This is an optimization exercise on Yosys and OpenROAD, whose aim is small area, not a production implementation. The RTL was checked by simulation tests, not by an equivalence proof against the original design. Power and IR drop assume default switching activity.

== run 1 ==
// DC_DDS_TOP
module DC_DDS_TOP #(
    parameter PHASE_WIDTH = 32,     
    parameter ADDR_WIDTH = 10,      
    parameter DATA_WIDTH = 16,      
    parameter PERIOD_NUM_WIDTH = 3  
)(
	input clk,
	input rst_n,
    input [PHASE_WIDTH-1:0] frq_word   ,  
    input [PHASE_WIDTH-1:0] period_ctrl,  
    input [1:0] CH0_wave_shape,
    input CH0_mod,  
    input CH0_chaotic_valid,  
    input [PHASE_WIDTH-1:0] CH0_chaotic_x,  
    input [PHASE_WIDTH-1:0] CH0_chaotic_y,
    input [PHASE_WIDTH-1:0] CH0_chaotic_z,
    input [1:0] CH1_wave_shape,
    input CH1_mod,  
    input CH1_chaotic_valid,  
    input [PHASE_WIDTH-1:0] CH1_chaotic_x,  
    input [PHASE_WIDTH-1:0] CH1_chaotic_y,
    input [PHASE_WIDTH-1:0] CH1_chaotic_z,
    output reg chaotic_ctrl,  
    output CH0_wave_out_valid,
	output [DATA_WIDTH-1:0] CH0_wave_out,
    output CH1_wave_out_valid,
    output [DATA_WIDTH-1:0] CH1_wave_out
);
clock: 10.0 ns
lec_check: 0
abc_area: 1
cap_margin: 20
core_margin: 2
core_utilization: 30
place_density: 0.35
setup_slack_margin: 0.3
slew_margin: 20
synth_memory_max_bits: 65536
standard.sh (not shown) runs the stock make flow with config.mk's settings and CLKGATE_MAP_FILE= SYNTH_SCRIPT=/design/flow/synth_recipe.tcl, a recipe that flattens the netlist after the stock synthesis.
==> flow/flow/run.sh <==
#!/bin/bash
# Own flow: the standard layout, with two changes to synthesis only:
#  - no full/half-adder extraction (ADDER_MAP_FILE empty) and Yosys's default
#    adder architecture instead of the Kogge-Stone extra map;
#  - the final ABC mapping runs flow/area.abc (deep AIG resynthesis, then the
#    usual choice computation and mapping) instead of abc_area.script.
#  - every port still gets its own buffer, but the smallest buffer cell.
# Registers, their names and the rest of the flow are unchanged.
set -euo pipefail
W=$PWD
sed 's#log_cmd abc {\*}\$abc_args#log_cmd abc {*}[lreplace $abc_args 1 1 '"$W"'/flow/area.abc]#' \
    "$FLOW_HOME/scripts/synth.tcl" > "$W/synth_own.tcl"
grep -q "flow/area.abc" "$W/synth_own.tcl"
sed 's#source $::env(SCRIPTS_DIR)/synth.tcl#source '"$W"'/synth_own.tcl#' \
    "$W/synth_recipe.tcl" > "$W/own_synth.tcl"
grep -q "synth_own.tcl" "$W/own_synth.tcl"
BUFFER_PORTS_ARGS="-buffer_cell sky130_fd_sc_hd__buf_1" \
    bash "$W/standard.sh" SYNTH_SCRIPT="$W/own_synth.tcl" ADDER_MAP_FILE= \
    SYNTH_OPERATIONS_ARGS=-noshare finish > "$W/make.log" 2>&1
==> flow/flow/area.abc <==
strash
&get -n
&deepsyn -T 600
&put
dch
map -B 0.9
topo
Here is what was changed in the inputs of run 2 compared with run 1.
Settings: GPL_TIMING_DRIVEN newly set to 0.
==> flow/flow/area.abc <==
strash
&get -n
&deepsyn -T 240
&put
dch
map -B 0.9
topo
## What came out
The final layout from run 2, which completed every stage, passed the timing, design-rule and antenna checks at the end of the flow. Run comparison: run 1 cell with the biggest individual delay on the critical path sky130_fd_sc_hd__nor2_1; run 2 cell with the biggest individual delay on the critical path sky130_fd_sc_hd__o22ai_1. Run 2 against run 1: total number of nets in the final design -3.5%; number of inverters outside the clock class in the layout comparable; wire length dropped about 6%. Run 2 against run 1: area growth from synthesis to final layout rose 1.6 points, share of the clock period used by the worst path after layout saw an increase, global-route met3 utilization now smaller.
Input-level comparison between run 3 and run 2:
Settings: SETUP_SLACK_MARGIN now 0.6, was 0.3; GPL_TIMING_DRIVEN no longer set, was 0.
==> flow/flow/area.abc <==
strash
&get -n
&deepsyn -I 2 -T 200
&put
dch
map -B 0.9
topo
Notes after the runs:
reg -> reg as the type of the worst setup path was reported by run 3, and reg -> out by run 2. On synthesized cell count, the higher figure sits with run 2, not run 3. Diff run 2 -> run 3 | final non-filler cell total | increase of about 1%. Compared with run 2, in run 3 area growth from synthesis to layout now larger; number of buffers added on ports now sits at about the same level; total wire length picked up an extra about 5%; post-detailed-route via-to-cell ratio up 0.35%. Final antenna diode count, run 3 and run 2: lower on run 3. Run 3 vs. run 2: post-route total power down 11%, fraction of power consumed by combinational cells fell by 1.4 points.
Edits applied to the flow inputs when going from run 3 to run 4:
Settings: a change of SETUP_SLACK_MARGIN from 0.6 to 0.3.
==> flow/flow/area.abc <==
strash
&get -n
&deepsyn -T 240
&put
dch
map -B 0.9
topo
Findings:
Higher minimum period implied by the final worst setup slack goes to run 4 over run 3. Run 4 vs. run 3: maximum ir drop on the vdd rail went up by 0.044 mV. When the final numbers for run 4 and run 3 were put side by side, the area of the die turned out to be greater in run 4. On run 4: first-pass iteration count of the detailed router is 2 lower than what run 3 gave. CH0_DDS.cnt_period[0] as the capture point of the critical path was reported by run 3, and CH0_wave_out[1] by run 4. Between run 3 and run 4, the flow reports final design area excluding fillers decreasing slightly. Looking at the reports, run 4 completed the entire flow and the layout it produced met the timing, design-rule and antenna checks. Per the comparison of run 4 with run 3, global-route wire length before repair increased by 5500 microns relative to the old numbers, number of gates given a new drive strength after cts decreased by 74 relative to the old numbers, HPWL after detailed placement increased by 2.8% relative to the old numbers.

Another version of the RTL of DC_DDS_TOP (not shown whole).
For scale: roughly 4700 cells after synthesis, roughly 300 I/O pins.
make LEC_CHECK=0 ABC_AREA=1 CAP_MARGIN=20 CORE_MARGIN=2 CORE_UTILIZATION=35 PLACE_DENSITY=0.45 SLEW_MARGIN=20 SYNTH_MEMORY_MAX_BITS=65536 finish   # period 10.0 ns
run.sh (not shown) runs the stock make flow with config.mk's settings and CLKGATE_MAP_FILE= SYNTH_SCRIPT=/design/flow/synth_recipe.tcl, a recipe that flattens the netlist after the stock synthesis.
Stock flow here: none of the scripts above is used.
The baseline completed without violations.
Rerun with:
==> flow/flow/run.sh (new file) <==
#!/bin/bash
# Own flow: the standard layout, with two changes to synthesis only:
#  - no full/half-adder extraction (ADDER_MAP_FILE empty) and Yosys's default
#    adder architecture instead of the Kogge-Stone extra map;
#  - the final ABC mapping runs flow/area.abc (deep AIG resynthesis, then the
#    usual choice computation and mapping) instead of abc_area.script.
# Registers, their names and the rest of the flow are unchanged.
set -euo pipefail
W=$PWD
sed 's#log_cmd abc {\*}\$abc_args#log_cmd abc {*}[lreplace $abc_args 1 1 '"$W"'/flow/area.abc]#' \
    "$FLOW_HOME/scripts/synth.tcl" > "$W/synth_own.tcl"
grep -q "flow/area.abc" "$W/synth_own.tcl"
sed 's#source $::env(SCRIPTS_DIR)/synth.tcl#source '"$W"'/synth_own.tcl#' \
    "$W/synth_recipe.tcl" > "$W/own_synth.tcl"
grep -q "synth_own.tcl" "$W/own_synth.tcl"
bash "$W/standard.sh" SYNTH_SCRIPT="$W/own_synth.tcl" ADDER_MAP_FILE= \
    SYNTH_OPERATIONS_ARGS=-noshare finish > "$W/make.log" 2>&1
==> flow/flow/area.abc (new file) <==
strash
&get -n
&deepsyn -T 240
&put
dch
map -B 0.9
topo
==> flow/standard.sh (new file) <==
#!/bin/bash
# synth_recipe.tcl (not shown) runs the flow's synth.tcl, then flattens the netlist and writes it again
# the make line also repeats each setting of config.mk as NAME=value (left out here)
make -C /OpenROAD-flow-scripts/flow DESIGN_CONFIG=/design/flow/config.mk WORK_HOME=/design/flow/orfs CLKGATE_MAP_FILE= SYNTH_SCRIPT=/design/flow/synth_recipe.tcl "${@:-finish}"
- CORE_UTILIZATION: 35 -> 55
- PLACE_DENSITY: 0.45 -> 0.65
removed: flow/run.sh
Result:
- Now the flow aborted during 5_1_grt with GRT-0116
- synthesized area is lower by 20%
- synthesized cell count shrinks by 9.4%

[separate check: timing with driven ports]
How much do the figures lean on ideal ports? The routed layouts below were timed once more, with nothing changed but the port constraints.
Step 1 sets driving cells, clkbuf_16 on the clock port and buf_2 on the other inputs (assumed; they add their load-dependent delay and slew).
Step 2 also shifts input and output timing later by t, the mid clock arrival at the registers, as if the neighbouring blocks saw the same clock.
a / b / c = ideal / step 1 / step 2; a / b = the first two.
run	t, ns	slack for setup (ns)	clock arrival spread, ns	pins driven straight from the clock port
run 1	0.504	0.430 / 0.373 / 0.556	0.017 / 0.017	1
run 2	0.502	0.247 / 0.189 / 0.672	0.013 / 0.013	1
run 3	0.500	0.485 / 0.485 / 0.256	0.015 / 0.015	1
run 4	0.504	0.430 / 0.373 / 0.556	0.017 / 0.017	1
the first run of note 2	0.510	0.944 / 0.885 / 1.395	0.015 / 0.015	1
After both steps setup and hold are still met in every run listed. For run 3, which loses most, drivers alone change the setup slack by 0.000 ns; drivers and shift together by -0.229 ns.
